This design comes from an exercise in tuning for small area and a short achievable clock period on the open sky130 flow, not from production work. Where RTL was checked, it was by simulation tests only, not by an equivalence proof against the original. No functional check of the RTL was part of runs 1, 3, 4 and 6. Power is estimated from default activity; no workload was simulated.

$ cat design/flow/config.mk
export PLATFORM = sky130hd
export DESIGN_NAME = ula
export DESIGN_NICKNAME = ula
export VERILOG_FILES = /design/flow/design.v
export SDC_FILE = /design/flow/constraint.sdc
export NUM_CORES = 4
export LEC_CHECK = 0
export CAP_MARGIN = 20
export CORE_MARGIN = 2
export CORE_UTILIZATION = 40
export PLACE_DENSITY = 0.6
export SETUP_SLACK_MARGIN = 4.6
export SLEW_MARGIN = 20
export SYNTH_HIERARCHICAL = 1
export SYNTH_MINIMUM_KEEP_SIZE = 0
export TNS_END_PERCENT = 100
$ cat design/flow/constraint.sdc
create_clock -name core_clock -period 10.0 [get_ports {clk14}]
set_input_delay 2.0000 -clock core_clock [delete_from_list [all_inputs] [get_ports {clk14}]]
set_output_delay 2.0000 -clock core_clock [all_outputs]
set_load 0.01 [all_outputs]
$ cat design/flow/design.v
`timescale 1ns / 1ps
module ram64bytes(
    input clk,
    input [5:0] wa,
    input [7:0] din,
    input we,
    input [7:0] ra_hi,	 
    input [7:0] ra_lo,	 
    output [7:0] douta,
    input [2:0] rb,
    output [7:0] doutb,
    output [7:0] dout0	 
    );
	reg [7:0] mem[0:63];
	always @(posedge clk) if (we) mem[wa] <= din;
	wire [7:0] lb = 8'b1 << rb;
	reg [7:0] a, b;
	integer k;
	always @(*) begin
		a = 8'h00;
		for (k = 0; k < 64; k = k + 1)
			a = a | (mem[k] & {8{ra_hi[k/8] & ra_lo[k%8]}});
		b = 8'h00;
		for (k = 0; k < 8; k = k + 1)
			b = b | (mem[8+k] & {8{lb[k]}});
	end
	assign douta = a;
	assign doutb = b;
	assign dout0 = mem[0];
endmodule
`timescale 1ns / 1ps
module ula(
    input clk14,			 
	 input reset,			 
    input [15:0] a,		 
    input [7:0] din,		 
	 output [7:0] dout,	 
    input mreq_n,			 
    input iorq_n,			 
    input rd_n,			 
    input wr_n,			 
	 input rfsh_n,			 
	 output clkcpu,		 
	 output msk_int_n,	 
    output [13:0] va,	  
	 input [7:0] vramdout, 
	 output [7:0] vramdin, 
    output vramoe,		 
    output vramcs,		  
    output vramwe,		 
    input ear,				   
    output mic,			    
    output spk,            
	 output [7:0] kbrows,    
    input [4:0] kbcolumns,	 
    output r,				
    output g,				 
    output b,				 
    output i,				 
	 output [7:0] rgbulaplus,	 
	 output ulaplus_enabled,	 
    output csync,			
    output hsync,
    output vsync
    );
	reg [2:0] BorderColor;
	reg TimexHiColorMode;
	reg ULAPlusConfig;	 
	reg [7:0] ULAPlusAddrReg;	 
	assign ulaplus_enabled = ULAPlusConfig;
	wire ulaplusport = !iorq_n && a[0] && !a[2] && (a[7:6]==2'b00) && a[15];	 
	wire addrportsel = ulaplusport && !a[14];	 
	wire dataportsel = ulaplusport && a[14];		 
	reg clk7;
	always @(posedge clk14)
		if (reset)
			clk7 <= 0;
		else
			clk7 <= !clk7;
	wire clk7_rise = !clk7;	 
	wire clk7_fall = clk7;	 
	reg [8:0] hc;
	always @(posedge clk14) begin
		if (reset)
			hc <= 0;
		else if (clk7_rise) begin
			if (hc==447)
				hc <= 0;
			else
				hc <= hc + 1;
		end
	end
	reg [8:0] vc;
	always @(posedge clk14) begin
		if (reset)
			vc <= 0;
		else if (clk7_rise && hc==447) begin
			if (vc == 311)
				vc <= 0;
			else
				vc <= vc + 1;
		end
	end
	reg HBlank_n;
	always @(posedge clk14) begin
		if (reset)
			HBlank_n <= 1;
		else if (clk7_fall) begin
			if (((hc)==(320)))
				HBlank_n <= 0;
			else if (((hc)==(415+1)))
				HBlank_n <= 1;
		end
	end
	reg HSync_n;
	always @(posedge clk14) begin
		if (reset)
			HSync_n <= 1;
		else if (clk7_fall) begin
			if (((hc)==(344)))
				HSync_n <= 0;
			else if (((hc)==(375+1)))
				HSync_n <= 1;
		end
	end
	reg VBlank_n;
	always @(posedge clk14) begin
		if (reset)
			VBlank_n <= 1;
		else if (clk7_fall) begin
			if (((vc)==(248)))
				VBlank_n <= 0;
			else if (((vc)==(255+1)))
				VBlank_n <= 1;
		end
	end
	reg VSync_n;
	wire VSync_fall = clk7_fall && VSync_n && ((vc)==(248));
	always @(posedge clk14) begin
		if (reset)
			VSync_n <= 1;
		else if (clk7_fall) begin
			if (((vc)==(248)))
				VSync_n <= 0;
			else if (((vc)==(251+1)))
				VSync_n <= 1;
		end
	end
	reg INT_n;
	assign msk_int_n = INT_n;
	always @(posedge clk14) begin
		if (reset)
			INT_n <= 1;
		else if (clk7_fall) begin
			if (((vc)==(248)) && ((hc)==(0)))
				INT_n <= 0;
			else if (((vc)==(248)) && ((hc)==(31+1)))
				INT_n <= 1;
		end
	end
	reg Border_n;
	always @(posedge clk14) begin
		if (reset)
			Border_n <= 1;
		else if (clk7_fall) begin
			if ( (vc[7] & vc[6]) | vc[8] | hc[8])
				Border_n <= 0;
			else
				Border_n <= 1;
		end
	end
	reg VidEN_n;
	always @(posedge clk14) begin
		if (reset)
			VidEN_n <= 1;
		else if (clk7_fall && hc[3])
			VidEN_n <= !Border_n;
	end
	wire DataLatch_fall = clk7_fall && hc[0] && hc[1] && Border_n && hc[3];
	wire AttrLatch_fall = clk7_fall && hc[0] && !hc[1] && Border_n && hc[3];
	wire AOLatch_fall = clk7_fall && hc[0] && !hc[1] && hc[2];
	reg SLoad;
	always @(posedge clk14) begin
		if (reset)
			SLoad <= 0;
		else if (clk7_fall) begin
			if (!hc[0] & !hc[1] & hc[2] & !VidEN_n)
				SLoad <= 1;
			else
				SLoad <= 0;
		end
	end
	reg [7:0] BitmapReg;
	always @(posedge clk14) begin
		if (reset)
			BitmapReg <= 0;
		else if (DataLatch_fall)
			BitmapReg <= vramdout;
	end
	reg [7:0] SRegister;
	always @(posedge clk14) begin
		if (reset)
			SRegister <= 0;
		else if (clk7_fall) begin
			if (SLoad)
				SRegister <= BitmapReg;
			else
				SRegister <= {SRegister[6:0],1'b0};
		end
	end
	reg [7:0] AttrReg;
	always @(posedge clk14) begin
		if (reset)
			AttrReg <= 0;
		else if (AttrLatch_fall)
			AttrReg <= vramdout;
	end
	reg [7:0] AttrOut;
	always @(posedge clk14) begin
		if (reset)
			AttrOut <= 0;
		else if (AOLatch_fall) begin
			if (!VidEN_n)
				AttrOut <= AttrReg;
			else
				AttrOut <= {2'b00,BorderColor,BorderColor};
		end
	end
	reg [4:0] FlashCnt;
	always @(posedge clk14) begin
		if (reset)
			FlashCnt <= 0;
		else if (VSync_fall)
			FlashCnt <= FlashCnt + 1;
	end
	wire Pixel = SRegister[7] ^ (AttrOut[7] & FlashCnt[4]);
	reg rI,rG,rR,rB;
	assign r = rR;
	assign g = rG;
	assign b = rB;
	assign i = rI;
	always @(*) begin
		if (HBlank_n && VBlank_n)
			{rI,rG,rR,rB} = (Pixel)? {AttrOut[6],AttrOut[2:0]} : {AttrOut[6],AttrOut[5:3]};
		else
			{rI,rG,rR,rB} = 4'b0000;
	end
	assign csync = HSync_n & VSync_n;
	assign vsync = VSync_n;
	assign hsync = HSync_n;
	wire ulaslot = Border_n && hc[3];
	wire cpublock = Border_n && (hc[3:0]==4'b0000);
	wire c3 = hc[2] | (hc[1] & hc[0] & !clk7);
	wire [4:0] col = {hc[7:4], c3};
	wire [12:0] dispaddr = {vc[7:6], vc[2:0], vc[5:3], col};
	wire [13:0] ulaaddr = hc[1] ? {1'b0, dispaddr} :
	                      TimexHiColorMode ? {1'b1, dispaddr} : {4'b0110, vc[7:3], col};
	assign va = ulaslot ? ulaaddr : a[13:0];
	assign vramcs = ulaslot | (!cpublock & !a[15] & a[14] & !mreq_n);
	assign vramoe = ulaslot ? !hc[0] : (!cpublock & !rd_n);
	assign vramwe = !ulaslot & !cpublock & !wr_n;
	wire fetchslot = Border_n && hc[3] && hc[1];
	wire palettewe = dataportsel && !wr_n && (ULAPlusAddrReg[7:6]==2'b00) && !fetchslot;
	reg fetchslot_next;
	reg [5:0] paletteaddr_reg;
	wire fetchslot_next2 = Border_n && hc[3] && (hc[1] ^ hc[0]);
	wire [7:0] AttrReg_next = AttrLatch_fall ? vramdout : AttrReg;
	wire [5:0] fetchaddr_next2 = hc[0] ? { AttrReg_next[7:6],1'b1,AttrReg_next[5:3] } : { AttrReg_next[7:6],1'b0,AttrReg_next[2:0] };
	always @(posedge clk14) begin
		if (reset) begin
			fetchslot_next <= 0;
			paletteaddr_reg <= 0;
		end
		else begin
			fetchslot_next <= fetchslot_next2;
			paletteaddr_reg <= fetchslot_next2 ? fetchaddr_next2 :
			                   (clk7_rise && addrportsel && !wr_n) ? din[5:0] : ULAPlusAddrReg[5:0];
		end
	end
	wire addrreg_wr = clk7_rise && addrportsel && !wr_n;
	wire next_from_din = addrreg_wr && !fetchslot_next;
	wire [5:0] ra = next_from_din ? din[5:0] : paletteaddr_reg;
	wire [7:0] ra_hi = 8'b1 << ra[5:3];
	wire [7:0] ra_lo = 8'b1 << ra[2:0];
	wire palette_bypass = palettewe && ((reset ? 6'd0 : paletteaddr_reg) == ULAPlusAddrReg[5:0]);
	wire [7:0] paletteread;
	wire [7:0] paletteborder;
	wire [7:0] palettefirst;	 
	reg [7:0] palettedout;
	wire palette_useread = !palette_bypass && !reset;
	wire [7:0] palette_other = palette_bypass ? din : palettefirst;
	always @(posedge clk14)
		palettedout <= palette_useread ? paletteread : palette_other;
	ram64bytes palette (
		.clk(clk14),
		.wa(ULAPlusAddrReg[5:0]),
		.din(din),
		.we(palettewe),
		.ra_hi(ra_hi),
		.ra_lo(ra_lo),
		.douta(paletteread),
		.rb(BorderColor),
		.doutb(paletteborder),
		.dout0(palettefirst)
		);
	reg [7:0] ULAPlusPaper;
	reg [7:0] ULAPlusInk;
	reg [7:0] ULAPlusBorder;
	wire ULAPlusPixel = SRegister[7];
	always @(posedge clk14) begin
		if (reset) begin
			ULAPlusPaper <= 0;
			ULAPlusInk <= 0;
		end
		else begin
			if (fetchslot && !hc[0] && !clk7)
				ULAPlusPaper <= palettedout;
			if (fetchslot && hc[0] && !clk7)
				ULAPlusInk <= palettedout;
		end
	end
	always @(posedge clk14) begin
		if (reset)
			ULAPlusBorder <= 0;
		else if (hc[3:0]==12 && !dataportsel)
			ULAPlusBorder <= paletteborder;
	end
	reg [7:0] ULAPlusPaperOut;
	reg [7:0] ULAPlusInkOut;
	always @(posedge clk14) begin
		if (reset) begin
			ULAPlusPaperOut <= 0;
			ULAPlusInkOut <= 0;
		end
		else if (AOLatch_fall) begin
			if (!VidEN_n) begin
				ULAPlusPaperOut <= ULAPlusPaper;
				ULAPlusInkOut <= ULAPlusInk;
			end
			else begin
				ULAPlusPaperOut <= ULAPlusBorder;
				ULAPlusInkOut <= ULAPlusBorder;
			end
		end
	end
	assign rgbulaplus = (HBlank_n && VBlank_n) ? (ULAPlusPixel ? ULAPlusInkOut : ULAPlusPaperOut) : 8'h00;
	reg CPUClk;
	assign clkcpu = CPUClk;
	reg ioreqtw3;
	reg mreqt23;
	wire ioreq_n = a[0] | iorq_n;
	wire Nor1 = (~(a[14] | ~ioreq_n)) |
	            (~(~a[15] | ~ioreq_n)) |
					(~(hc[2] | hc[3])) |
					(~Border_n | ~ioreqtw3 | ~CPUClk | ~mreqt23);
	wire Nor2 = (~(hc[2] | hc[3])) |
	            ~Border_n |
					~CPUClk |
					ioreq_n |
					~ioreqtw3;
	wire CLKContention = ~Nor1 | ~Nor2;
	always @(posedge clk14) begin
		if (reset) begin
			ioreqtw3 <= 0;
			mreqt23 <= 0;
		end
		else if (clk7_rise && !CPUClk) begin
			ioreqtw3 <= ioreq_n;
			mreqt23 <= mreq_n;
		end
	end
	always @(posedge clk14) begin	 
		if (reset)
			CPUClk <= 0;
		else if (clk7_rise) begin
			if (CPUClk && !CLKContention)    
				CPUClk <= 0;
			else
				CPUClk <= 1;
		end
	end
	always @(posedge clk14) begin
		if (reset) begin
			ULAPlusConfig <= 0;
			ULAPlusAddrReg <= 0;
		end
		else if (clk7_rise) begin
			if (addrportsel && !wr_n)
				ULAPlusAddrReg <= din;
			else if (dataportsel && !wr_n && ULAPlusAddrReg[7:6]==2'b01)
				ULAPlusConfig <= din[0];
		end
	end
	reg [7:0] idle_dout;
	wire Border_n_next = clk7_fall ? !((vc[7] & vc[6]) | vc[8] | hc[8]) : Border_n;
	always @(posedge clk14)
		if (reset)
			idle_dout <= 0;
		else
			idle_dout <= Border_n_next ? AttrReg_next : 8'hFF;
	wire [7:0] data_dout = (ULAPlusAddrReg[7:6]==2'b01) ? {7'b0000000, ULAPlusConfig} :
	                       (ULAPlusAddrReg[7:6]==2'b00) ? palettedout : idle_dout;
	ula_dout cpu_dout (
		.a(a), .mreq_n(mreq_n), .iorq_n(iorq_n), .rd_n(rd_n),
		.vramdout(vramdout), .ear(ear), .kbcolumns(kbcolumns),
		.timex(TimexHiColorMode), .addrreg(ULAPlusAddrReg), .data_dout(data_dout), .idle_dout(idle_dout),
		.dout(dout)
		);
	assign vramdin = din;		 
	assign kbrows = {a[11], a[10], a[9], a[12], a[13], a[8], a[14], a[15]};
	reg rMic;
	reg rSpk;
	assign mic = rMic;
	assign spk = rSpk;
	always @(posedge clk14) begin
		if (reset) begin
			TimexHiColorMode <= 0;
			rSpk <= 0;
			rMic <= 0;
			BorderColor <= 3'b100;
		end
		else if (clk7_fall) begin
			if (!iorq_n && a[7:0]==8'hFF && !wr_n)
				TimexHiColorMode <= din[1];
			else if (!iorq_n & !a[0] & !wr_n)
				{rSpk,rMic,BorderColor} <= din[4:0];
		end
	end
endmodule
module ula_dout(
	input [15:0] a,
	input mreq_n,
	input iorq_n,
	input rd_n,
	input [7:0] vramdout,
	input ear,
	input [4:0] kbcolumns,
	input timex,
	input [7:0] addrreg,
	input [7:0] data_dout,
	input [7:0] idle_dout,
	output [7:0] dout
	);
	wire s_vram = !a[15] && a[14] && !mreq_n && !rd_n;	 
	wire [7:0] ulap_dout = a[14] ? data_dout : addrreg;	 
	wire [7:0] io1_dout = (a[7:1]==7'h7F) ? {6'b000000,timex,1'b0} :	 
	                      (!a[2] && a[7:6]==2'b00 && a[15]) ? ulap_dout : idle_dout;	 
	wire [7:0] io_dout = a[0] ? io1_dout : {1'b1,ear,1'b1,kbcolumns};	 
	wire [7:0] cpu_dout = (!iorq_n && !rd_n) ? io_dout : idle_dout;
	assign dout = s_vram ? vramdout : cpu_dout;
endmodule
$ cat design/flow/flow/run.sh
#!/bin/bash
# Layout flow: the standard flow (standard.sh, ORFS) with three changes
# made through ORFS's own variables:
#  - ports are buffered with sky130_fd_sc_hd__buf_1 rather than the delay
#    buffer buffer_ports picks by default;
#  - clock tree synthesis uses clkbuf_16 sink clusters and no dummy loads;
#  - everything else as in the standard flow (synthesis unchanged).
# Each step's full output goes to a log file in this folder.
set -euo pipefail
export BUFFER_PORTS_ARGS="-buffer_cell sky130_fd_sc_hd__buf_1"
export CTS_ARGS="-sink_clustering_enable -repair_clock_nets -dont_use_dummy_load -buf_list sky130_fd_sc_hd__clkbuf_16 -sink_clustering_size 24 -sink_clustering_max_diameter 70"
bash standard.sh synth > synth.log 2>&1
bash standard.sh floorplan > floorplan.log 2>&1
bash standard.sh place > place.log 2>&1
bash standard.sh cts > cts.log 2>&1
bash standard.sh route > route.log 2>&1
bash standard.sh finish > finish.log 2>&1
$ cat design/flow/standard.sh
#!/bin/bash
# synth_recipe.tcl (not shown) runs the flow's synth.tcl, then flattens the netlist and writes it again
# the make line also repeats each setting of config.mk as NAME=value (left out here)
make -C /OpenROAD-flow-scripts/flow DESIGN_CONFIG=/design/flow/config.mk WORK_HOME=/design/flow/orfs CLKGATE_MAP_FILE= SYNTH_SCRIPT=/design/flow/synth_recipe.tcl "${@:-finish}"
==> summary.txt, run 1 <==
total wire length=75120 microns; fin. max-slew vios=0; Hold Crit Class=flop to flop; Worst path slowest cell=a222oi_1; die extent in x=264.3 microns; area grow syn2layout=9.238%; Mapped Area=27100 sq um; clk slew on worst S/H paths=60 ps; crit path DAT=5840 ps; Detailed Place HPWL=48350 microns; clock skew=61.65 ps; RSZ-0062 raised after global routing=yes; Reg-to-Reg Start=clk7$_SDFF_PP0_; Vias=17520; P per Cell Area=158.5 nW/um^2; Setup crit end kind=flop; filler cell count in the final layout=5952; clock root buffer=clkbuf_16; Hold Vio Cnt, Final=0; Core ar.=67160 sq um; post-placement cell count=2871; Post-Route Setup TNS=0 ps; Post-synth top flop=edfxtp_1; CTS tree=built; Antenna Nets Post-Route=0; CTS Buffer Depth=3; register area=18280 sq um; gr ovfl total=0; min cycle time layout=5396 ps; Top reg by flops=palette.mem; critical path launch point type=input port; # rows=95; headroom to the max-slew limit=24.88%; total CTS buffers=41; delay of the slowest critical-path stage=580 ps; routed vias/inst=5.983; syn_area_per_cell=13.52 sq um; worst hold start=AttrOut[7]$_SDFFE_PP0P_; worst-margin pin slew=1123 ps; Syn Nets=2054; Final nets=2107; Die Span Y=264.3 microns; synth top area cells=edfxtp_1 (57%), dfxtp_1 (11%), mux2i_1 (4.6%), a22oi_1 (4.3%), nor2_1 (3.3%); number of synthesized flops with an enable pin=512; Yosys top cell by area=edfxtp_1; share of synthesized flip-flops with an asynchronous set or reset=0%; synthesized flop and latch total=657; WP data required=10440 ps; Hold Buf Count CTS=0; Yosys cell types=74; Final Wtd Congestion=0.8913; leak pwr=0.009430 uW; initial antenna violation count=1; drt wl/cell=25.65 microns; Post-route DRC=0; highest clock rate=185.3 MHz; Clock Sinks=657; Finished Layout Cells=2929; DRT Pass-1 Iters=9; Initial Utilization=40.36%; Top delay family on crit path=compound AO/OA/AOI/OAI gates; Initial DRC Count=2190; maximum fanout along the worst path=42; Post-Place Worst Slack=3229 ps; Clock Latency Late Sink=600 ps; sequential area share after synthesis=67.44%; top-level port count=106; kind of critical path=input port to flop; Buf+Inv Stages, Crit Path=4; layout cells sized above 1=9.927%; Synthesis Warnings=8; share of the synthesized area in the top cell type=56.73%; H-tree depth=2; Worst Setup SP=a[0]; final setup margin=4604 ps; first-pass GRT wire length=110500 microns; worst vdd ir=0.08667 mV; Largest register FFs=512; # port buffers=104; status=timing/DRC/antenna clean; die area=69850 sq um; final setup violation count=0; critical path, cell by cell=buf_1, buf_8, nor4b_4, buf_4, and4b_4, mux2i_4, nor2_2, buf_4, a22o_1, a222oi_1, o2111ai_1, a21oi_2, nand4_1, mux2i_1, mux2i_1; vias in the first global route=16590; Cells after Synth=2004; overall routing resource usage=21.08%; max_cap viols=0; final worst-path cycle share=53.96%; biggest regs=palette.mem (512), hc (9), vc (9); largest net degree at the start of global routing=100; Multi-input gate area=8272 sq um
==> final timing paths <==
path	endpoint	slack [ps]	cells after the start
worst max register to register	palettedout[3]$_DFF_P_	6060	12
worst min register to register	AttrOut[7]$_SDFFE_PP0P_	470	2
worst max-delay path	palettedout[3]$_DFF_P_	4600	15
worst min-delay path	AttrOut[7]$_SDFFE_PP0P_	470	2
==> metal layers <==
layer  wire (microns)  up-vias  GRT usage, %  share of wire [%]
met4             2536        4         7.402                3.4
met3             5960      120         3.579                7.9
met2            35090      794         33.49                 47
met1            31400     8768         29.26                 42
li1                 -     7838             -                  -
met5              135        -             0               0.18
==> where the power goes <==
group          leakage [uW]  switching [uW]  total [uW]  internal (uW)
Clock              0.000505             847        1580            729
Sequential          0.00578            13.0        2960           2940
Combinational       0.00315             113         159           46.9
==> area by class of cell <==
class,count,area share (%)
inverters,17,0.2155
multi-input cells,1182,27.94
well taps,873,3.689
clock buffers,41,3.465
repair buffers,158,2.946
flip-flops and latches,657,61.74
diodes,1,0.008452
==> cell usage after synthesis (7+ instances only) <==
master / count
xnor2_1: 8
dfxtp_1: 145
nand3_1: 43
a221oi_1: 14
clkbuf_1: 67
nand2_1: 105
buf_6: 7
a21boi_0: 8
nor2_1: 235
buf_4: 17
nor2b_1: 15
o21ai_0: 59
nand2b_1: 23
a22oi_1: 156
nand4_1: 19
inv_1: 17
a21oi_1: 31
mux2_2: 25
mux2i_1: 124
or3_1: 12
a222oi_1: 37
a211oi_1: 38
a31oi_1: 18
buf_1: 16
buf_2: 42
a22o_1: 65
mux4_2: 8
edfxtp_1: 512
o2111ai_1: 11
xor2_1: 11
o22ai_1: 7
nand3b_1: 7
nor3_1: 13
==> worst reg2reg max path, cell delays in order, from the launching register on <==
cell,delay (ps)
dfxtp_1,340
nor3_4,270
and4b_4,390
mux2i_4,360
nor2_2,70
buf_4,300
a22o_1,340
a222oi_1,580
o2111ai_1,310
a21oi_2,250
nand4_1,210
mux2i_1,240
mux2i_1,140
==> Yosys stat by module (local to each module, per instance) <==
module | flops+latches | cells | times used | area, sq um
ula_dout | 0 | 69 | 1 | 488.0
ram64bytes | 512 | 1161 | 1 | 19660
ula | 145 | 774 | 1 | 6958
==> metrics by stage <==
step	util, %	instance area, sq um	power, uW	hold slack, ps
floorplan	-	27100	3089	441.9
global placement	42.05	28240	3169	448.7
detailed placement	42.05	28240	3173	469.9
CTS	43.80	29420	4724	479.5
global route	44.08	29600	4833	497.9
finish	44.08	29610	4692	473.0
==> cells by family (layout without fill, tap and decap cells) <==
family,after synthesis,after routing,synth area share [%]
fa+ha+maj,5,5,0.2308
xor+xnor,19,19,0.6140
other cells,0,1,0
compound gates,480,480,13.27
mux,157,157,6.283
buf+inv,166,216,2.922
flops,657,657,67.44
simple gates,520,521,9.238
==> placed cells by master, fill, tap and decap left out, drive strengths merged, types with 31 or more instances in the layout <==
| cell type | Yosys | final |
|---|---|---|
| edfxtp | 512 | 512 |
| nor2 | 238 | 238 |
| a22oi | 157 | 157 |
| buf | 82 | 146 |
| dfxtp | 145 | 145 |
| mux2i | 124 | 124 |
| nand2 | 107 | 107 |
| a22o | 65 | 65 |
| o21ai | 59 | 59 |
| clkbuf | 67 | 53 |
| nand3 | 45 | 45 |
| a211oi | 38 | 38 |
| a222oi | 37 | 37 |
| a21oi | 31 | 31 |
==> repair_timing <==
action / CTS / global route
setup buffers: 8 / 7
endpoints found under the hold margin: 0 / 0
cloned: 1 / 0
pin swaps: 3 / 9
gates resized for setup: 17 / 32
setup endpoints to repair: 16 / 14
==> inputs of run 2 (changes only) <==
--- a/design/flow/design.v
+++ b/design/flow/design.v
@@ -287,10 +287,8 @@
 	wire [7:0] paletteborder;
 	wire [7:0] palettefirst;	 
 	reg [7:0] palettedout;
-	wire palette_useread = !palette_bypass && !reset;
-	wire [7:0] palette_other = palette_bypass ? din : palettefirst;
 	always @(posedge clk14)
-		palettedout <= palette_useread ? paletteread : palette_other;
+		palettedout <= palette_bypass ? din : reset ? palettefirst : paletteread;
 	ram64bytes palette (
 		.clk(clk14),
 		.wa(ULAPlusAddrReg[5:0]),
@@ -391,13 +389,7 @@
 				ULAPlusConfig <= din[0];
 		end
 	end
-	reg [7:0] idle_dout;
-	wire Border_n_next = clk7_fall ? !((vc[7] & vc[6]) | vc[8] | hc[8]) : Border_n;
-	always @(posedge clk14)
-		if (reset)
-			idle_dout <= 0;
-		else
-			idle_dout <= Border_n_next ? AttrReg_next : 8'hFF;
+	wire [7:0] idle_dout = Border_n ? AttrReg : 8'hFF;	 
 	wire [7:0] data_dout = (ULAPlusAddrReg[7:6]==2'b01) ? {7'b0000000, ULAPlusConfig} :
 	                       (ULAPlusAddrReg[7:6]==2'b00) ? palettedout : idle_dout;
 	ula_dout cpu_dout (
--- a/design/flow/config.mk
+++ b/design/flow/config.mk
@@ -9,7 +9,7 @@
 export CORE_MARGIN = 2
 export CORE_UTILIZATION = 40
 export PLACE_DENSITY = 0.6
-export SETUP_SLACK_MARGIN = 4.6
+export SETUP_SLACK_MARGIN = 4.7
 export SLEW_MARGIN = 20
 export SYNTH_HIERARCHICAL = 1
 export SYNTH_MINIMUM_KEEP_SIZE = 0
==> summary.txt, run 2 <==
status=timing/DRC/antenna clean; CTS tree=built; Largest register FFs=512; Post-Place Worst Slack=3068 ps; vias in the first global route=16890; Antenna Nets Post-Route=0; clock skew=91.89 ps; Yosys top cell by area=edfxtp_1; # port buffers=104; kind of critical path=input port to primary output; Synthesis Warnings=8; mux cell area share after synthesis=5.752%; RSZ-0062 raised after global routing=yes; Logic pwr share=3.7%; Cells after Synth=2027; clock power share=33.4%; Die Span Y=263.7 microns; gr ovfl total=0; min cycle time layout=5286 ps; crit path DAT=3290 ps; Vias=17730; worst-margin pin slew=1088 ps; simple logic cell fraction of the synthesized area=9.640%; Post-Synth XOR/XNOR Area=0.6170%; final setup violation count=0; total wire length=75790 microns; Post-route DRC=0; top-level port count=106; Compound-Gate Fraction of Synth Area=13.61%; CTS Buffer Depth=3; clk slew on worst S/H paths=60 ps; die area=69520 sq um; leading cell type in the layout, fill and taps excluded=edfxtp_1; worst vdd ir=0.1270 mV; DRT Pass-1 Iters=7; total power=4641 uW; Sequential Power Share=62.9%; biggest regs=palette.mem (512), hc (9), vc (9); Detailed Place HPWL=48230 microns; critical path launch point type=input port; Setup crit end kind=primary output; initial antenna violation count=1; Clock Sinks=649; Finished Layout Cells=2948; antenna cells=0; filler cell count in the final layout=6102; final worst-path cycle share=52.86%; Initial Utilization=40.30%; Mapped Area=26970 sq um; Hold Crit Class=flop to flop; leak pwr=0.009644 uW; Net Sw Frac=20.89%; WP data required=8000 ps; Final Wtd Congestion=0.8801; share of the synthesized area in the top cell type=57.01%; fin. max-slew vios=0; Post-Route Setup TNS=0 ps; Core ar.=66920 sq um; sequential area share after synthesis=67.17%; Post-synth top cells=edfxtp_1 (512), nor2_1 (224), a22oi_1 (157), dfxtp_1 (137), nand2_1 (136); final setup margin=4714 ps; overall routing resource usage=21.16%; Yosys cell types=73; Syn Nets=2077; Multi-input gate area=8349 sq um; Top reg by flops=palette.mem; maximum fanout along the worst path=8; Int Pwr=3672 uW; H-tree depth=2; Final nets=2127; max_cap viols=0; Post-synth top flop=edfxtp_1; Initial DRC Count=2183; # rows=95; most frequent cells in the layout=edfxtp_1 (512), nor2_1 (208), a22oi_1 (157); Synth Area in Adders=0.2320%; post-placement cell count=2886; layout cells sized above 1=9.687%; first-pass GRT wire length=111000 microns; routed vias/inst=6.013; synth top area cells=edfxtp_1 (57%), dfxtp_1 (10%), mux2i_1 (4.4%), a22oi_1 (4.4%), nor2_1 (3.1%); main combinational cell family by area after synthesis=compound AO/OA/AOI/OAI gates; syn_area_per_cell=13.31 sq um; count leader, synth=edfxtp_1; die extent in x=263.7 microns; area grow syn2layout=9.983%; synthesized flop and latch total=649; drt wl/cell=25.71 microns; R2R setup slack=5980 ps; highest clock rate=189.2 MHz; Clock Latency Late Sink=620 ps; clock root buffer=clkbuf_16; total CTS buffers=40; register area=18120 sq um; share of synthesized flip-flops with an asynchronous set or reset=0%; largest net degree at the start of global routing=81; Hold Vio Cnt, Final=0; number of synthesized flops with an enable pin=512; Net Sw Power=969.6 uW; P per Cell Area=156.5 nW/um^2; headroom to the max-slew limit=27.21%
## run 2: cell count changes after synthesis, moves of 8 or more
cell / before / now
and2_1: 5 / 15
nand2b_1: 23 / 31
o21ai_0: 59 / 49
nand2_1: 105 / 136
mux2_2: 25 / 16
clkbuf_1: 67 / 83
a22o_1: 65 / 73
dfxtp_1: 145 / 137
nor2_1: 235 / 224
## run 2: cell type report
class | instances | share of cell area [%]
timing repair buffer | 162 | 3.467
inverter | 19 | 0.2531
sequential | 649 | 61.08
tap | 873 | 3.682
multi-input combinational | 1205 | 28.15
clock buffer | 40 | 3.374
## run 2: path summary, 6_finish.rpt
kind	depth (start not counted)	startpoint	to
setup / recovery	7	a[7]	dout[5]
setup reg to reg	6	Border_n$_SDFFE_PP1P_	palette.mem[14][4]$_DFFE_PP_
hold reg to reg	2	AttrOut[7]$_SDFFE_PP0P_	AttrOut[7]$_SDFFE_PP0P_
hold / removal	2	AttrOut[7]$_SDFFE_PP0P_	AttrOut[7]$_SDFFE_PP0P_
## run 2: kinds of logic (layout without fill, tap and decap cells)
family | Yosys count | count (layout)
fa+ha+maj | 5 | 5
xor+xnor | 19 | 19
flops | 649 | 649
simple gates | 550 | 552
compound gates | 484 | 484
mux | 145 | 145
buf+inv | 175 | 221
## run 2: stage by stage
stage,hold slack (ps),instance area [sq um],utilization (%)
6_report,468.6,29660,44.33
5_1_grt,492.1,29660,44.33
4_1_cts,471.0,29380,43.91
3_5_place_dp,455.3,28110,42.00
3_3_place_gp,452.8,28100,41.98
2_1_floorplan,440.0,26970,-
## run 2: repair_timing
| item | CTS | global route |
|---|---|---|
| resized for setup | 37 | 59 |
| hold buffers | 0 | 0 |
| setup buffers | 10 | 9 |
| gates cloned | 2 | 1 |
| setup endpoints to repair | 17 | 16 |
| pin swaps | 7 | 16 |
## run 2: worst max-delay path, stage by stage
cell and delay [ps]:
buf_12 110, nor4b_4 290, buf_4 160, buf_12 110, o211ai_1 100, a311oi_2 310
buf_2 190
## run 2: routing by layer
layer  part of all wire (%)  GRT usage, %
met1                     43         29.63
met4                    3.0         6.301
met3                    7.6         3.421
met2                     47         33.97
met5                      0             0
## run 2: power groups by stage
stage          registers [uW]  clock network, uW  logic [uW]
2_1_floorplan            2970                  0        78.4
3_3_place_gp             2980                  0         155
3_5_place_dp             2980                  0         159
4_1_cts                  2920               1580         164
5_1_grt                  2920               1660         184
6_report                 2920               1550         172
## run 2: Yosys stat by module, one instance, submodules excluded
module,times used,cells,cell area [sq um]
ram64bytes,1,1162,19650
ula_dout,1,69,488.0
ula,1,796,6829
==> inputs of run 3 (changes only) <==
--- a/design/flow/design.v
+++ b/design/flow/design.v
@@ -71,25 +71,18 @@
 	wire ulaplusport = !iorq_n && a[0] && !a[2] && (a[7:6]==2'b00) && a[15];	 
 	wire addrportsel = ulaplusport && !a[14];	 
 	wire dataportsel = ulaplusport && a[14];		 
-	reg clk7;
+	reg [9:0] hcount;
 	always @(posedge clk14)
 		if (reset)
-			clk7 <= 0;
+			hcount <= 10'd1;
+		else if (hcount == 10'd895)
+			hcount <= 10'd0;
 		else
-			clk7 <= !clk7;
+			hcount <= hcount + 10'd1;
+	wire clk7 = !hcount[0];
+	wire [8:0] hc = hcount[9:1];
 	wire clk7_rise = !clk7;	 
 	wire clk7_fall = clk7;	 
-	reg [8:0] hc;
-	always @(posedge clk14) begin
-		if (reset)
-			hc <= 0;
-		else if (clk7_rise) begin
-			if (hc==447)
-				hc <= 0;
-			else
-				hc <= hc + 1;
-		end
-	end
 	reg [8:0] vc;
 	always @(posedge clk14) begin
 		if (reset)
==> summary.txt, run 3 <==
clock root buffer=clkbuf_16; post-layout util=43.97%; clk slew on worst S/H paths=90 ps; Final nets=2145; Die Span Y=263.9 microns; most frequent cells in the layout=edfxtp_1 (512), nor2_1 (225), a22oi_1 (156); DRT Pass-1 Iters=6; kind of critical path=input port to primary output; Yosys top cell by area=edfxtp_1; biggest regs=palette.mem (512), hcount (10), vc (9); Post-Route Setup TNS=0 ps; largest net degree at the start of global routing=92; first-pass GRT wire length=111600 microns; min cycle time layout=5289 ps; Top reg by flops=palette.mem; Reg-to-Reg Start=hcount[0]$_SDFF_PP1_; H-tree depth=2; share of synthesized flip-flops with an asynchronous set or reset=0%; clock power share=32.7%; Cells after Synth=2045; worst hold start=BitmapReg[5]$_SDFFE_PP0P_; final setup margin=4711 ps; Net Sw Frac=20.73%; antenna cells=0; Net Sw Power=950.5 uW; final worst-path cycle share=52.89%; initial antenna violation count=1; fin. max-slew vios=0; leading cell type in the layout, fill and taps excluded=edfxtp_1; Largest register FFs=512; worst-margin pin slew=1168 ps; Yosys cell types=76; worst vdd ir=0.09662 mV; area grow syn2layout=9.149%; Multi-input gate area=8288 sq um; Post-route DRC=0; Hold Buf Count CTS=0; Post-synth top flop=edfxtp_1; CTS tree=built; Worst Setup SP=a[14]; syn_area_per_cell=13.21 sq um; Clock Latency Late Sink=590 ps; final setup violation count=0; share of the synthesized area in the top cell type=56.93%; Hold Crit Class=flop to flop; Antenna Nets Post-Route=0; Logic pwr share=3.6%; crit path DAT=3290 ps; count leader, synth=edfxtp_1; Initial Utilization=40.29%; die area=69620 sq um; Vias=17640; register area=18120 sq um; vias in the first global route=17170; Synthesis Warnings=8; Setup crit end kind=primary output; leak pwr=0.009657 uW; Detailed Place HPWL=48260 microns; Int Pwr=3635 uW; # port buffers=104; layout cells sized above 1=9.474%; top-level port count=106; Clock Sinks=649; critical path launch point type=input port; drt wl/cell=25.53 microns; Post-Place Worst Slack=2967 ps; synthesized flop and latch total=649; total CTS buffers=38; Sequential Power Share=63.6%; filler cell count in the final layout=6119; WP data required=8000 ps; gr ovfl total=0; RSZ-0062 raised after global routing=yes; Initial DRC Count=2276; sequential area share after synthesis=67.08%; CTS Buffer Depth=3; routed vias/inst=5.954; highest clock rate=189.1 MHz; status=timing/DRC/antenna clean; Mapped Area=27010 sq um; clock skew=36.96 ps; total wire length=75630 microns; maximum fanout along the worst path=5; synth top area cells=edfxtp_1 (57%), dfxtp_1 (10%), mux2i_1 (4.4%), a22oi_1 (4.3%), nor2_1 (3.3%); number of synthesized flops with an enable pin=512; die extent in x=263.9 microns; Core ar.=67040 sq um; headroom to the max-slew limit=21.86%; Hold Vio Cnt, Final=0; max_cap viols=0; # rows=95; Final Wtd Congestion=0.9349; overall routing resource usage=21.24%; Post-synth top cells=edfxtp_1 (512), nor2_1 (241), a22oi_1 (156), nand2_1 (146), dfxtp_1 (137); Syn Nets=2098; P per Cell Area=155.5 nW/um^2
==> run 3: path summary, 6_finish.rpt <==
kind / cells after the start / slack [ps] / endpoint
setup / recovery: 6 / 4710 / dout[1]
hold / removal: 2 / 460 / BitmapReg[5]$_SDFFE_PP0P_
setup reg to reg: 14 / 6140 / palettedout[7]$_DFF_P_
hold reg to reg: 2 / 460 / BitmapReg[5]$_SDFFE_PP0P_
==> run 3: Yosys stat by module, one instance, submodules excluded <==
module / copies in the design / flops+latches / cell area, sq um / cells inside
ula_dout: 1 / 0 / 488.0 / 69
ula: 1 / 137 / 6835 / 794
ram64bytes: 1 / 512 / 19690 / 1182
==> run 3: cell families (layout without fill, tap and decap cells) <==
family	Yosys count	count (layout)	share of synthesized area (%)
flip-flops	649	649	67.08
AND/OR/NAND/NOR	566	569	9.919
multiplexers	137	137	5.216
buffers and inverters	178	220	3.048
AO/OA/AOI/OAI	484	484	13.62
adder cells (fa/ha/maj)	8	8	0.3706
XOR/XNOR	23	23	0.7458
==> run 3: what timing repair did <==
action                                  in CTS  in global routing
endpoints found under the hold margin        0                  0
endpoints found under the setup margin      16                 17
gates resized for setup                     38                 37
setup buffers                               15                  4
pin swaps                                    5                 15
cloned                                       2                  1
==> run 3: layout make-up <==
class / count / share of cell area, %
Inverter: 18 / 0.2292
Clock buffer: 38 / 3.226
Tap cell: 873 / 3.705
Sequential cell: 649 / 61.46
Multi-Input combinational cell: 1221 / 28.11
Timing Repair Buffer: 164 / 3.268
==> run 3: worst max-delay path: stages <==
cell	delay (ps)
buf_2	120
buf_6	120
or4b_4	510
o2111a_1	180
a22oi_2	180
buf_2	170
==> run 3: stage by stage <==
step                hold WS, ps  instances  instance area [sq um]  total power (uW)
global placement          443.8       2902                  28110              3133
global route              490.9       2963                  29480              4709
CTS                       463.1       2958                  29330              4615
floorplan                 432.1       2045                  27010              3052
finish                    464.0       2963                  29480              4585
detailed placement        451.6       2903                  28120              3136
==> run 3: power groups by stage <==
stage / logic, uW / registers, uW / clock network, uW
detailed placement: 157 / 2980 / 0
floorplan: 79.0 / 2970 / 0
global placement: 154 / 2980 / 0
finish: 167 / 2920 / 1500
CTS: 164 / 2920 / 1530
global route: 181 / 2920 / 1610
==> run 3: metal layers <==
layer  track usage [%]  share of wire (%)
met5                 0                  0
met2             33.74                 46
met3             3.468                7.8
met1             29.44                 42
met4             7.847                3.6
==> inputs of run 4 (changes only) <==
--- a/design/flow/design.v
+++ b/design/flow/design.v
@@ -71,18 +71,25 @@
 	wire ulaplusport = !iorq_n && a[0] && !a[2] && (a[7:6]==2'b00) && a[15];	 
 	wire addrportsel = ulaplusport && !a[14];	 
 	wire dataportsel = ulaplusport && a[14];		 
-	reg [9:0] hcount;
+	reg clk7;
 	always @(posedge clk14)
 		if (reset)
-			hcount <= 10'd1;
-		else if (hcount == 10'd895)
-			hcount <= 10'd0;
+			clk7 <= 0;
 		else
-			hcount <= hcount + 10'd1;
-	wire clk7 = !hcount[0];
-	wire [8:0] hc = hcount[9:1];
+			clk7 <= !clk7;
 	wire clk7_rise = !clk7;	 
 	wire clk7_fall = clk7;	 
+	reg [8:0] hc;
+	always @(posedge clk14) begin
+		if (reset)
+			hc <= 0;
+		else if (clk7_rise) begin
+			if (hc==447)
+				hc <= 0;
+			else
+				hc <= hc + 1;
+		end
+	end
 	reg [8:0] vc;
 	always @(posedge clk14) begin
 		if (reset)
@@ -184,12 +191,9 @@
 		end
 	end
 	reg [7:0] BitmapReg;
-	always @(posedge clk14) begin
-		if (reset)
-			BitmapReg <= 0;
-		else if (DataLatch_fall)
+	always @(posedge clk14)
+		if (DataLatch_fall)
 			BitmapReg <= vramdout;
-	end
 	reg [7:0] SRegister;
 	always @(posedge clk14) begin
 		if (reset)
@@ -299,16 +303,10 @@
 	reg [7:0] ULAPlusBorder;
 	wire ULAPlusPixel = SRegister[7];
 	always @(posedge clk14) begin
-		if (reset) begin
-			ULAPlusPaper <= 0;
-			ULAPlusInk <= 0;
-		end
-		else begin
-			if (fetchslot && !hc[0] && !clk7)
-				ULAPlusPaper <= palettedout;
-			if (fetchslot && hc[0] && !clk7)
-				ULAPlusInk <= palettedout;
-		end
+		if (fetchslot && !hc[0] && !clk7)
+			ULAPlusPaper <= palettedout;
+		if (fetchslot && hc[0] && !clk7)
+			ULAPlusInk <= palettedout;
 	end
 	always @(posedge clk14) begin
 		if (reset)
==> summary.txt, run 4 <==
Buf+Inv Stages, Crit Path=3; Clock Latency Late Sink=580 ps; DRT Pass-1 Iters=6; total CTS buffers=37; clock root buffer=clkbuf_16; total wire length=75220 microns; Top delay family on crit path=buffers and inverters; largest net degree at the start of global routing=94; top-level port count=106; Post-synth top cells=edfxtp_1 (536), nor2_1 (205), a22oi_1 (156), nand2_1 (125), dfxtp_1 (113); die area=69040 sq um; maximum fanout along the worst path=7; number of synthesized flops with an enable pin=536; headroom to the max-slew limit=24.97%; Final Wtd Congestion=0.9503; final instance area=29380 sq um; final setup violation count=0; initial antenna violation count=1; max_cap viols=0; most frequent cells in the layout=edfxtp_1 (536), nor2_1 (190), a22oi_1 (156); vias in the first global route=16620; critical path, cell by cell=buf_1, and4_1, nand4_1, buf_4, o211ai_1, a311oi_2, buf_1; Die Span Y=262.8 microns; share of the synthesized area in the top cell type=60.10%; clock skew=83.82 ps; routed vias/inst=6.060; Top reg by flops=palette.mem; die extent in x=262.8 microns; Synthesis Warnings=8; leading cell type in the layout, fill and taps excluded=edfxtp_1; Yosys top cell by area=edfxtp_1; CTS Buffer Depth=3; synthesized flop and latch total=649; delay of the slowest critical-path stage=360 ps; status=timing/DRC/antenna clean; register area=18360 sq um; RSZ-0062 raised after global routing=yes; Hold Buf Count CTS=0; # port buffers=104; Post-Route Setup TNS=0 ps; Yosys cell types=73; Hold Vio Cnt, Final=0; Initial Utilization=40.59%; sequential area share after synthesis=68.54%; drt wl/cell=26.15 microns; Largest register FFs=512; Setup crit end kind=primary output; biggest regs=palette.mem (512), hc (9), vc (9); Antenna Nets Post-Route=0; gr ovfl total=0; post-placement cell count=2819; clk slew on worst S/H paths=70 ps; share of synthesized flip-flops with an asynchronous set or reset=0%; Vias=17430; H-tree depth=2; Post-route DRC=0; Detailed Place HPWL=49710 microns; worst-margin pin slew=1123 ps; Clock Sinks=649; Worst path slowest cell=a311oi_2; fin. max-slew vios=0; Initial DRC Count=2103; kind of critical path=input port to primary output; Syn Nets=2011; leak pwr=0.009410 uW; Critical Path Most Common Cell=buf_1; WP data required=8000 ps; total power=4591 uW; Multi-input gate area=8001 sq um; Core ar.=65980 sq um; Final nets=2064; syn_area_per_cell=13.66 sq um; filler cell count in the final layout=5911; first-pass GRT wire length=109600 microns; min cycle time layout=5354 ps; critical path launch point type=input port; Mapped Area=26780 sq um; synth top area cells=edfxtp_1 (60%), dfxtp_1 (8.4%), a22oi_1 (4.4%), mux2i_1 (3.9%), nor2_1 (2.9%); CTS tree=built; count leader, synth=edfxtp_1; overall routing resource usage=21.05%; Finished Layout Cells=2877; Cells after Synth=1961; P per Cell Area=156.3 nW/um^2; Post-synth top flop=edfxtp_1; worst vdd ir=0.1610 mV; area grow syn2layout=9.684%; crit path DAT=3350 ps; Hold Crit Class=flop to flop; final worst-path cycle share=53.54%; # rows=94; layout cells sized above 1=10.24%; highest clock rate=186.8 MHz; area of placed instances=27950 sq um
-- run 4: Yosys stat by module (local to each module, per instance) --
module / flip-flops and latches / copies in the design / area (sq um)
ram64bytes: 512 / 1 / 19690
ula: 137 / 1 / 6603
ula_dout: 0 / 1 / 488.0
-- run 4: worst reg2reg max path, delay by kind of cell (launching register included) --
kind | cells | cell delay [ps]
AND/OR/NAND/NOR | 4 | 1220
AO/OA/AOI/OAI | 4 | 1020
multiplexers | 3 | 880
buffers and inverters | 1 | 470
flip-flops | 1 | 340
-- run 4: per-layer routing --
layer / share of wire (%) / GRT usage (%) / wire (microns)
met5: 0 / 0 / 0
met4: 3.6 / 7.813 / 2683
met3: 7.6 / 3.739 / 5749
met2: 47 / 33.65 / 34990
met1: 42 / 28.76 / 31800
-- run 4: path summary, 6_finish.rpt --
kind / slack [ps] / to / startpoint / cells after the start
setup reg to reg: 5970 / palettedout[7]$_DFF_P_ / clk7$_SDFF_PP0_ / 12
hold reg to reg: 470 / SRegister[0]$_SDFFE_PP0P_ / SRegister[0]$_SDFFE_PP0P_ / 2
hold / removal: 470 / SRegister[0]$_SDFFE_PP0P_ / SRegister[0]$_SDFFE_PP0P_ / 2
setup / recovery: 4650 / dout[7] / a[5] / 7
-- run 4: metrics by stage --
step           utilization, %  worst slack [ps]  hold WS [ps]
2_1_floorplan               -              4945         424.9
3_3_place_gp            42.35              2969         451.2
3_5_place_dp            42.37              2925         457.5
4_1_cts                 44.29              4659         467.9
5_1_grt                 44.52              4618         487.9
6_report                44.52              4646         466.3
-- run 4: cell families (layout without fill, tap and decap cells) --
| group | Yosys count | after routing | share of synthesized area [%] |
|---|---|---|---|
| flip-flops | 649 | 649 | 68.54 |
| AND/OR/NAND/NOR | 513 | 516 | 9.082 |
| AO/OA/AOI/OAI | 480 | 480 | 13.76 |
| buffers and inverters | 168 | 216 | 2.910 |
| multiplexers | 127 | 127 | 4.849 |
| XOR/XNOR | 19 | 19 | 0.6213 |
| adder cells (fa/ha/maj) | 5 | 5 | 0.2336 |
| other | 0 | 1 | 0 |
-- run 4: cell type report --
cell class | instances | area share [%]
antenna | 1 | 0.008518
clock buffer | 37 | 3.152
inverter | 16 | 0.2044
multi-input combinational | 1147 | 27.24
sequential | 649 | 62.49
tap | 864 | 3.680
timing repair buffer | 163 | 3.228
-- run 4: power by group --
group,total [uW],leakage [uW],switching [uW],internal (uW)
clock network,1490,0.000456,824,661
registers,2930,0.00573,10.7,2920
logic,171,0.00322,121,50.1
total,4590,0.00941,956,3630
-- run 4: what timing repair did --
item,in CTS,in global routing
setup endpoints to repair,16,17
setup buffers,11,5
pin swaps,14,13
resized for setup,60,31
gates cloned,4,0
==> inputs of run 5 (changes only) <==
--- a/design/flow/design.v
+++ b/design/flow/design.v
@@ -191,9 +191,12 @@
 		end
 	end
 	reg [7:0] BitmapReg;
-	always @(posedge clk14)
-		if (DataLatch_fall)
+	always @(posedge clk14) begin
+		if (reset)
+			BitmapReg <= 0;
+		else if (DataLatch_fall)
 			BitmapReg <= vramdout;
+	end
 	reg [7:0] SRegister;
 	always @(posedge clk14) begin
 		if (reset)
@@ -303,10 +306,16 @@
 	reg [7:0] ULAPlusBorder;
 	wire ULAPlusPixel = SRegister[7];
 	always @(posedge clk14) begin
-		if (fetchslot && !hc[0] && !clk7)
-			ULAPlusPaper <= palettedout;
-		if (fetchslot && hc[0] && !clk7)
-			ULAPlusInk <= palettedout;
+		if (reset) begin
+			ULAPlusPaper <= 0;
+			ULAPlusInk <= 0;
+		end
+		else begin
+			if (fetchslot && !hc[0] && !clk7)
+				ULAPlusPaper <= palettedout;
+			if (fetchslot && hc[0] && !clk7)
+				ULAPlusInk <= palettedout;
+		end
 	end
 	always @(posedge clk14) begin
 		if (reset)
==> design/flow/flow/run.sh (replaced) <==
#!/bin/bash
# Layout flow: the standard flow (standard.sh, ORFS) with three changes
# made through ORFS's own variables:
#  - ports are buffered with sky130_fd_sc_hd__buf_1 rather than the delay
#    buffer buffer_ports picks by default;
#  - clock tree synthesis uses clkbuf_8 sink clusters and no dummy loads;
#  - everything else as in the standard flow (synthesis unchanged).
# Each step's full output goes to a log file in this folder.
set -euo pipefail
export BUFFER_PORTS_ARGS="-buffer_cell sky130_fd_sc_hd__buf_1"
export CTS_ARGS="-sink_clustering_enable -repair_clock_nets -dont_use_dummy_load -buf_list sky130_fd_sc_hd__clkbuf_8 -sink_clustering_size 16 -sink_clustering_max_diameter 50"
bash standard.sh synth > synth.log 2>&1
bash standard.sh floorplan > floorplan.log 2>&1
bash standard.sh place > place.log 2>&1
bash standard.sh cts > cts.log 2>&1
bash standard.sh route > route.log 2>&1
bash standard.sh finish > finish.log 2>&1
==> summary.txt, run 5 <==
# rows=95; Die Span Y=263.7 microns; Clock Sinks=649; status=timing/DRC/antenna clean; Initial DRC Count=2211; Worst Setup SP=mreq_n; Post-synth top flop=edfxtp_1; Yosys cell types=73; gr ovfl total=0; Net Sw Frac=21.68%; Initial Utilization=40.30%; share of the synthesized area in the top cell type=57.01%; Mapped Area=26970 sq um; Post-synth top cells=edfxtp_1 (512), nor2_1 (224), a22oi_1 (157), dfxtp_1 (137), nand2_1 (136); count leader, synth=edfxtp_1; H-tree depth=3; clock root buffer=clkbuf_8; Post-route DRC=0; kind of critical path=input port to primary output; Cells after Synth=2027; R2R setup slack=5880 ps; die extent in x=263.7 microns; Syn Nets=2077; number of synthesized flops with an enable pin=512; Vias=17880; Core ar.=66920 sq um; Reg-to-Reg End=palette.mem[7][1]$_DFFE_PP_; Hold Buf Count CTS=0; worst vdd ir=0.1252 mV; routed vias/inst=5.994; Post-Route Setup TNS=0 ps; final worst-path cycle share=53.19%; R2R cell count=5; crit path to=dout[1]; highest clock rate=188.0 MHz; Logic pwr share=3.8%; Net Sw Power=994.7 uW; Largest register FFs=512; largest net degree at the start of global routing=81; Detailed Place HPWL=48230 microns; Final Wtd Congestion=0.8801; clock power share=32.6%; DRT Pass-1 Iters=9; headroom to the max-slew limit=24.87%; first-pass GRT wire length=111900 microns; WP data required=8000 ps; layout cells sized above 1=11.10%; total wire length=76640 microns; Min Hold Slack=465.9 ps; Clock Latency Late Sink=720 ps; Hold Vio Cnt, Final=0; CTS Buffer Depth=3; Reg-to-Reg Start=Border_n$_SDFFE_PP1P_; critical path launch point type=input port; Finished Layout Cells=2982; clock skew=126.0 ps; drt wl/cell=25.70 microns; vias in the first global route=17030; P per Cell Area=155.0 nW/um^2; final setup violation count=0; Final nets=2160; # port buffers=104; Yosys top cell by area=edfxtp_1; overall routing resource usage=21.45%; worst-margin pin slew=1123 ps; maximum fanout along the worst path=8; Sequential Power Share=63.7%; filler cell count in the final layout=6107; Synthesis Warnings=8; most frequent cells in the layout=edfxtp_1 (512), nor2_1 (208), a22oi_1 (157); Setup crit end kind=primary output; Int Pwr=3593 uW; min cycle time layout=5319 ps; sequential area share after synthesis=67.17%; leading cell type in the layout, fill and taps excluded=edfxtp_1; CTS tree=built; share of synthesized flip-flops with an asynchronous set or reset=0%; synthesized flop and latch total=649; crit path DAT=3320 ps; leak pwr=0.009655 uW; RSZ-0062 raised after global routing=no; fin. max-slew vios=0; max_cap viols=0; initial antenna violation count=1; area grow syn2layout=9.742%; clk slew on worst S/H paths=70 ps; synth top area cells=edfxtp_1 (57%), dfxtp_1 (10%), mux2i_1 (4.4%), a22oi_1 (4.4%), nor2_1 (3.1%); syn_area_per_cell=13.31 sq um; post-placement cell count=2886; die area=69520 sq um; Hold Crit Class=flop to flop; Antenna Nets Post-Route=0; total power=4587 uW; top-level port count=106; Top reg by flops=palette.mem; biggest regs=palette.mem (512), hc (9), vc (9); total CTS buffers=71
==> run 5: how the worst min path moves through the flow <==
stage,from,endpoint,slack [ps],cells after the start
floorplan,SRegister[0]$_SDFFE_PP0P_,SRegister[0]$_SDFFE_PP0P_,440,2
global route,AttrOut[7]$_SDFFE_PP0P_,AttrOut[7]$_SDFFE_PP0P_,500,2
detailed placement,AttrOut[6]$_SDFFE_PP0P_,AttrOut[6]$_SDFFE_PP0P_,460,2
global placement,AttrOut[6]$_SDFFE_PP0P_,AttrOut[6]$_SDFFE_PP0P_,450,2
finish,SRegister[0]$_SDFFE_PP0P_,SRegister[0]$_SDFFE_PP0P_,470,2
CTS,AttrOut[6]$_SDFFE_PP0P_,AttrOut[6]$_SDFFE_PP0P_,470,2
==> run 5: stage by stage <==
step	utilization (%)	area (sq um)	setup slack, ps
after detailed placement	42.00	28110	3068
after global routing	44.23	29600	4669
final	44.23	29600	4681
after floorplan	-	26970	4945
after global placement	41.98	28100	3143
after CTS	43.81	29320	4646
==> run 5: cell type report <==
cell class	count	area, sq um	area share [%]
Tap cell	873	1092	3.690
Antenna cell	1	2.502	0.008455
Multi-Input combinational cell	1205	8333	28.15
Timing Repair Buffer	164	1005	3.394
Inverter	19	71.32	0.2410
Sequential cell	649	18120	61.21
Clock buffer	71	977.2	3.301
==> run 5: routing by layer <==
| metal | vias up | global-route usage, % | wire [microns] |
|---|---|---|---|
| li1 | 7950 | - | - |
| met1 | 8929 | 29.72 | 32050 |
| met2 | 847 | 33.96 | 35510 |
| met3 | 149 | 4.251 | 6532 |
| met4 | 0 | 6.950 | 2555 |
| met5 | - | 0 | 0 |
==> run 5: repair_timing <==
| action | 4_1_cts | 5_1_grt |
|---|---|---|
| gates cloned | 1 | 2 |
| gates resized for setup | 28 | 49 |
| setup endpoints to repair | 17 | 15 |
| buffers inserted | 10 | 11 |
| endpoints found under the hold margin | 0 | 0 |
| pin swaps | 7 | 16 |
==> run 5: kinds of logic (layout without fill, tap and decap cells) <==
kind of cell             count (synthesis)  count (layout)  synth area share (%)
XOR/XNOR                                19              19                0.6170
multiplexers                           145             145                 5.752
flip-flops                             649             649                 67.17
other                                    0               1                     0
AND/OR/NAND/NOR                        550             552                 9.640
AO/OA/AOI/OAI                          484             484                 13.61
adder cells (fa/ha/maj)                  5               5                0.2320
buffers and inverters                  175             254                 2.978
==> run 5: critical path, cell delays in order <==
cell and delay, ps:
buf_1 180, or4b_4 550, buf_12 160, o211ai_1 130, a22oi_2 150, clkbuf_2 150
==> run 5: power by group through the flow <==
| stage | combinational (uW) | clock (uW) | sequential, uW |
|---|---|---|---|
| after floorplan | 78.4 | 0 | 2970 |
| after global placement | 155 | 0 | 2980 |
| after detailed placement | 159 | 0 | 2980 |
| after CTS | 164 | 1530 | 2920 |
| after global routing | 185 | 1620 | 2920 |
| final | 173 | 1490 | 2920 |
==> run 5: per-module statistics from Yosys, one instance, submodules excluded <==
module,area (sq um),cells inside
ula,6829,796
ula_dout,488.0,69
ram64bytes,19650,1162
==> inputs of run 6 (changes only) <==
--- a/design/flow/design.v
+++ b/design/flow/design.v
@@ -261,22 +261,10 @@
 	assign vramwe = !ulaslot & !cpublock & !wr_n;
 	wire fetchslot = Border_n && hc[3] && hc[1];
 	wire palettewe = dataportsel && !wr_n && (ULAPlusAddrReg[7:6]==2'b00) && !fetchslot;
-	reg fetchslot_next;
-	reg [5:0] paletteaddr_reg;
-	wire fetchslot_next2 = Border_n && hc[3] && (hc[1] ^ hc[0]);
-	wire [7:0] AttrReg_next = AttrLatch_fall ? vramdout : AttrReg;
-	wire [5:0] fetchaddr_next2 = hc[0] ? { AttrReg_next[7:6],1'b1,AttrReg_next[5:3] } : { AttrReg_next[7:6],1'b0,AttrReg_next[2:0] };
-	always @(posedge clk14) begin
-		if (reset) begin
-			fetchslot_next <= 0;
-			paletteaddr_reg <= 0;
-		end
-		else begin
-			fetchslot_next <= fetchslot_next2;
-			paletteaddr_reg <= fetchslot_next2 ? fetchaddr_next2 :
-			                   (clk7_rise && addrportsel && !wr_n) ? din[5:0] : ULAPlusAddrReg[5:0];
-		end
-	end
+	wire fetchslot_next = clk7 ? fetchslot : (Border_n && hc[3] && (hc[1] ^ hc[0]));
+	wire ink_next = hc[0] ^ !clk7;
+	wire [5:0] fetchaddr_next = ink_next ? { AttrReg[7:6],1'b0,AttrReg[2:0] } : { AttrReg[7:6],1'b1,AttrReg[5:3] };
+	wire [5:0] paletteaddr_reg = fetchslot_next ? fetchaddr_next : ULAPlusAddrReg[5:0];
 	wire addrreg_wr = clk7_rise && addrportsel && !wr_n;
 	wire next_from_din = addrreg_wr && !fetchslot_next;
 	wire [5:0] ra = next_from_din ? din[5:0] : paletteaddr_reg;
==> design/flow/flow/run.sh (replaced) <==
#!/bin/bash
# Layout flow: the standard flow (standard.sh, ORFS) with three changes
# made through ORFS's own variables:
#  - ports are buffered with sky130_fd_sc_hd__buf_1 rather than the delay
#    buffer buffer_ports picks by default;
#  - clock tree synthesis uses clkbuf_16 sink clusters and no dummy loads;
#  - everything else as in the standard flow (synthesis unchanged).
# Each step's full output goes to a log file in this folder.
set -euo pipefail
export BUFFER_PORTS_ARGS="-buffer_cell sky130_fd_sc_hd__buf_1"
export CTS_ARGS="-sink_clustering_enable -repair_clock_nets -dont_use_dummy_load -buf_list sky130_fd_sc_hd__clkbuf_16 -sink_clustering_size 24 -sink_clustering_max_diameter 70"
bash standard.sh synth > synth.log 2>&1
bash standard.sh floorplan > floorplan.log 2>&1
bash standard.sh place > place.log 2>&1
bash standard.sh cts > cts.log 2>&1
bash standard.sh route > route.log 2>&1
bash standard.sh finish > finish.log 2>&1
==> summary.txt, run 6 <==
highest clock rate=184.8 MHz; vias in the first global route=16880; post-layout util=45.91%; Hold Vio Cnt, Final=0; Hold Buf Count CTS=0; routed vias/inst=6.011; Initial Utilization=40.60%; Largest register FFs=512; Reg-to-Reg Start=Border_n$_SDFFE_PP1P_; status=timing/DRC/antenna clean; Yosys cell types=67; clock skew=51.84 ps; crit path DAT=5870 ps; CTS Buffer Depth=3; post-placement cell count=2879; Final nets=2174; first-pass GRT wire length=112700 microns; top-level port count=106; Cells after Synth=2030; min cycle time layout=5413 ps; Post-Place Worst Slack=3031 ps; Post-Route Setup TNS=0 ps; crit path to=palettedout[7]$_DFF_P_; share of the synthesized area in the top cell type=57.39%; initial antenna violation count=1; worst-margin pin slew=1040 ps; CTS tree=built; Final Wtd Congestion=0.9071; Initial DRC Count=2166; Clock Latency Late Sink=600 ps; Reg-to-Reg End=palettedout[7]$_DFF_P_; count leader, synth=edfxtp_1; final setup violation count=0; antenna cells=0; Core ar.=65980 sq um; critical path launch point type=input port; Syn Nets=2081; GR Util met3=3.608%; maximum fanout along the worst path=6; drt wl/cell=26.52 microns; number of synthesized flops with an enable pin=512; headroom to the max-slew limit=30.39%; total CTS buffers=40; synthesized flop and latch total=642; WP data required=10460 ps; P per Cell Area=152.8 nW/um^2; Setup crit end kind=flop; # rows=94; final setup margin=4587 ps; Post-route DRC=0; fin. max-slew vios=0; total wire length=79180 microns; most frequent cells in the layout=edfxtp_1 (512), nor2_1 (172), a22oi_1 (156); die area=69060 sq um; Yosys top cell by area=edfxtp_1; Mapped Area=26790 sq um; Synthesis Warnings=8; share of synthesized flip-flops with an asynchronous set or reset=0%; sequential area share after synthesis=67.11%; kind of critical path=input port to flop; clk slew on worst S/H paths=90 ps; Finished Layout Cells=2985; met2 Usage GRT=34.86%; Vias=17940; R2R cell count=13; Worst Setup SP=a[0]; Post-synth top cells=edfxtp_1 (512), nor2_1 (199), nand2_1 (160), a22oi_1 (156), dfxtp_1 (130); overall routing resource usage=21.72%; clock root buffer=clkbuf_16; leak pwr=0.009811 uW; R2R setup slack=4770 ps; layout cells sized above 1=14.76%; routing usage on met1=30.09%; biggest regs=palette.mem (512), hc (9), vc (9); die extent in x=262.8 microns; Hold Crit Class=flop to flop; # port buffers=104; leading cell type in the layout, fill and taps excluded=edfxtp_1; largest net degree at the start of global routing=76; Top reg by flops=palette.mem; synth top area cells=edfxtp_1 (57%), dfxtp_1 (9.7%), a22oi_1 (4.4%), mux2i_1 (4.0%), nor2_1 (2.8%); max_cap viols=0; Clock Sinks=642; gr ovfl total=0; RSZ-0062 raised after global routing=yes; syn_area_per_cell=13.20 sq um; Detailed Place HPWL=49200 microns; area grow syn2layout=13.07%; worst vdd ir=0.1430 mV; final worst-path cycle share=54.13%; Post-synth top flop=edfxtp_1; GR peak layer=met2; Antenna Nets Post-Route=0; Die Span Y=262.8 microns; H-tree depth=2; filler cell count in the final layout=5794; DRT Pass-1 Iters=9
[run 6: cell types whose count changed in the layout (fill, tap and decap cells not counted), moves of 8 or more]
cell,delta
clkbuf_8,-71
clkbuf_16,+44
nor2_1,-36
buf_4,+28
nand2_1,+17
a21oi_1,+12
mux2i_1,-12
nor2_2,+12
mux2_4,+11
a211oi_1,-9
a221oi_1,-8
a221oi_2,+8
buf_1,-8
[run 6: worst min-delay path by stage]
stage	startpoint	endpoint	slack, ps	cells past startpoint
floorplan	BitmapReg[1]$_SDFFE_PP0P_	BitmapReg[1]$_SDFFE_PP0P_	440	2
global placement	BitmapReg[7]$_SDFFE_PP0P_	BitmapReg[7]$_SDFFE_PP0P_	450	2
detailed placement	BitmapReg[4]$_SDFFE_PP0P_	BitmapReg[4]$_SDFFE_PP0P_	450	2
CTS	BitmapReg[6]$_SDFFE_PP0P_	BitmapReg[6]$_SDFFE_PP0P_	460	2
global route	BitmapReg[6]$_SDFFE_PP0P_	BitmapReg[6]$_SDFFE_PP0P_	480	2
finish	BitmapReg[6]$_SDFFE_PP0P_	BitmapReg[6]$_SDFFE_PP0P_	460	2
[run 6: layer usage]
layer | part of all wire (%) | vias up | wire length [microns]
met4 | 3.4 | 0 | 2727
met3 | 8.3 | 134 | 6579
met2 | 47 | 834 | 36910
met1 | 42 | 8970 | 32960
met5 | 0 | - | 0
li1 | - | 8006 | -
[run 6: cell families (layout without fill, tap and decap cells)]
| logic type | after synthesis | in the layout | synth area share [%] |
|---|---|---|---|
| xor gates and xnor gates | 20 | 20 | 0.6539 |
| DFF | 642 | 642 | 67.11 |
| adders and majority gates | 6 | 6 | 0.2802 |
| buffers and inverters | 177 | 264 | 3.008 |
| AOI/OAI and AO/OA | 487 | 488 | 13.74 |
| muxes | 129 | 129 | 5.040 |
| and+or+nand+nor | 569 | 572 | 10.17 |
[run 6: layout make-up]
cell class	instances	area [sq um]	share of cell area, %
well taps	864	1081	3.569
multi-input cells	1215	8707	28.75
flip-flops and latches	642	17980	59.35
clock buffers	40	1001	3.305
inverters	19	75.07	0.2478
repair buffers	205	1449	4.783
[run 6: timing repair]
action | 4_1_cts | 5_1_grt
pin swaps | 27 | 53
gates resized for setup | 90 | 134
cloned | 4 | 7
buffers inserted | 15 | 40
endpoints found under the setup margin | 330 | 510
[run 6: stage by stage]
step           power, uW  instance area (sq um)  hold WS (ps)
3_3_place_gp        3121                  27890         446.7
2_1_floorplan       3034                  26790         436.0
3_5_place_dp        3124                  27910         453.5
4_1_cts             4636                  29450         461.5
6_report            4628                  30290         460.9
5_1_grt             4751                  30290         478.9
[run 6: modules after synthesis (local to each module, per instance)]
module,cells inside,area (sq um),flip-flops and latches,copies in the design
ram64bytes,1182,19690,512,1
ula,779,6615,130,1
ula_dout,69,488.0,0,1
[run 6: critical path: stages]
cell	delay, ps
buf_8	70
buf_6	110
or4b_4	540
nor3_4	260
buf_6	150
nand2b_4	150
a31oi_4	120
and3b_2	310
buf_12	150
a222oi_1	420
nor2b_1	140
a2111oi_4	380
nand4_1	170
a211o_1	290
mux2_4	310
mux2_4	260
[run 6: report_power, final]
| part | switching (uW) | total, uW | internal (uW) |
|---|---|---|---|
| Clock | 835 | 1550 | 711 |
| Combinational | 129 | 188 | 59.0 |
| Sequential | 11.0 | 2890 | 2880 |

[what the ideal ports hide]
Ports are ideal in the flow. The routed layouts listed here were re-timed in OpenROAD. Step 1 assumes that a clkbuf_16 drives the clock port and a buf_2 every other input. Step 2, shift: input delay + t, output delay - t, t = (earliest + latest rising clock arrival at the registers) / 2. This alone moves slack from input paths to output paths. a / b / c = ideal ports / drivers / drivers and shift; a / b = the first two.
run | t, ns | slack for setup (ns) | worst register clock-pin slew, ns | pins driven straight from the clock port
run 1 | 0.635 | 4.604 / 4.645 / 4.011 | 0.10 / 0.10 | 1
run 2 | 0.638 | 4.714 / 4.658 / 4.149 | 0.10 / 0.10 | 1
run 3 | 0.628 | 4.711 / 4.686 / 4.168 | 0.10 / 0.10 | 1
run 4 | 0.609 | 4.646 / 4.623 / 4.116 | 0.10 / 0.10 | 1
run 5 | 0.714 | 4.681 / 4.652 / 4.055 | 0.10 / 0.10 | 1
run 6 | 0.637 | 4.587 / 4.595 / 3.961 | 0.10 / 0.10 | 1
After both steps every run listed still meets setup and hold.
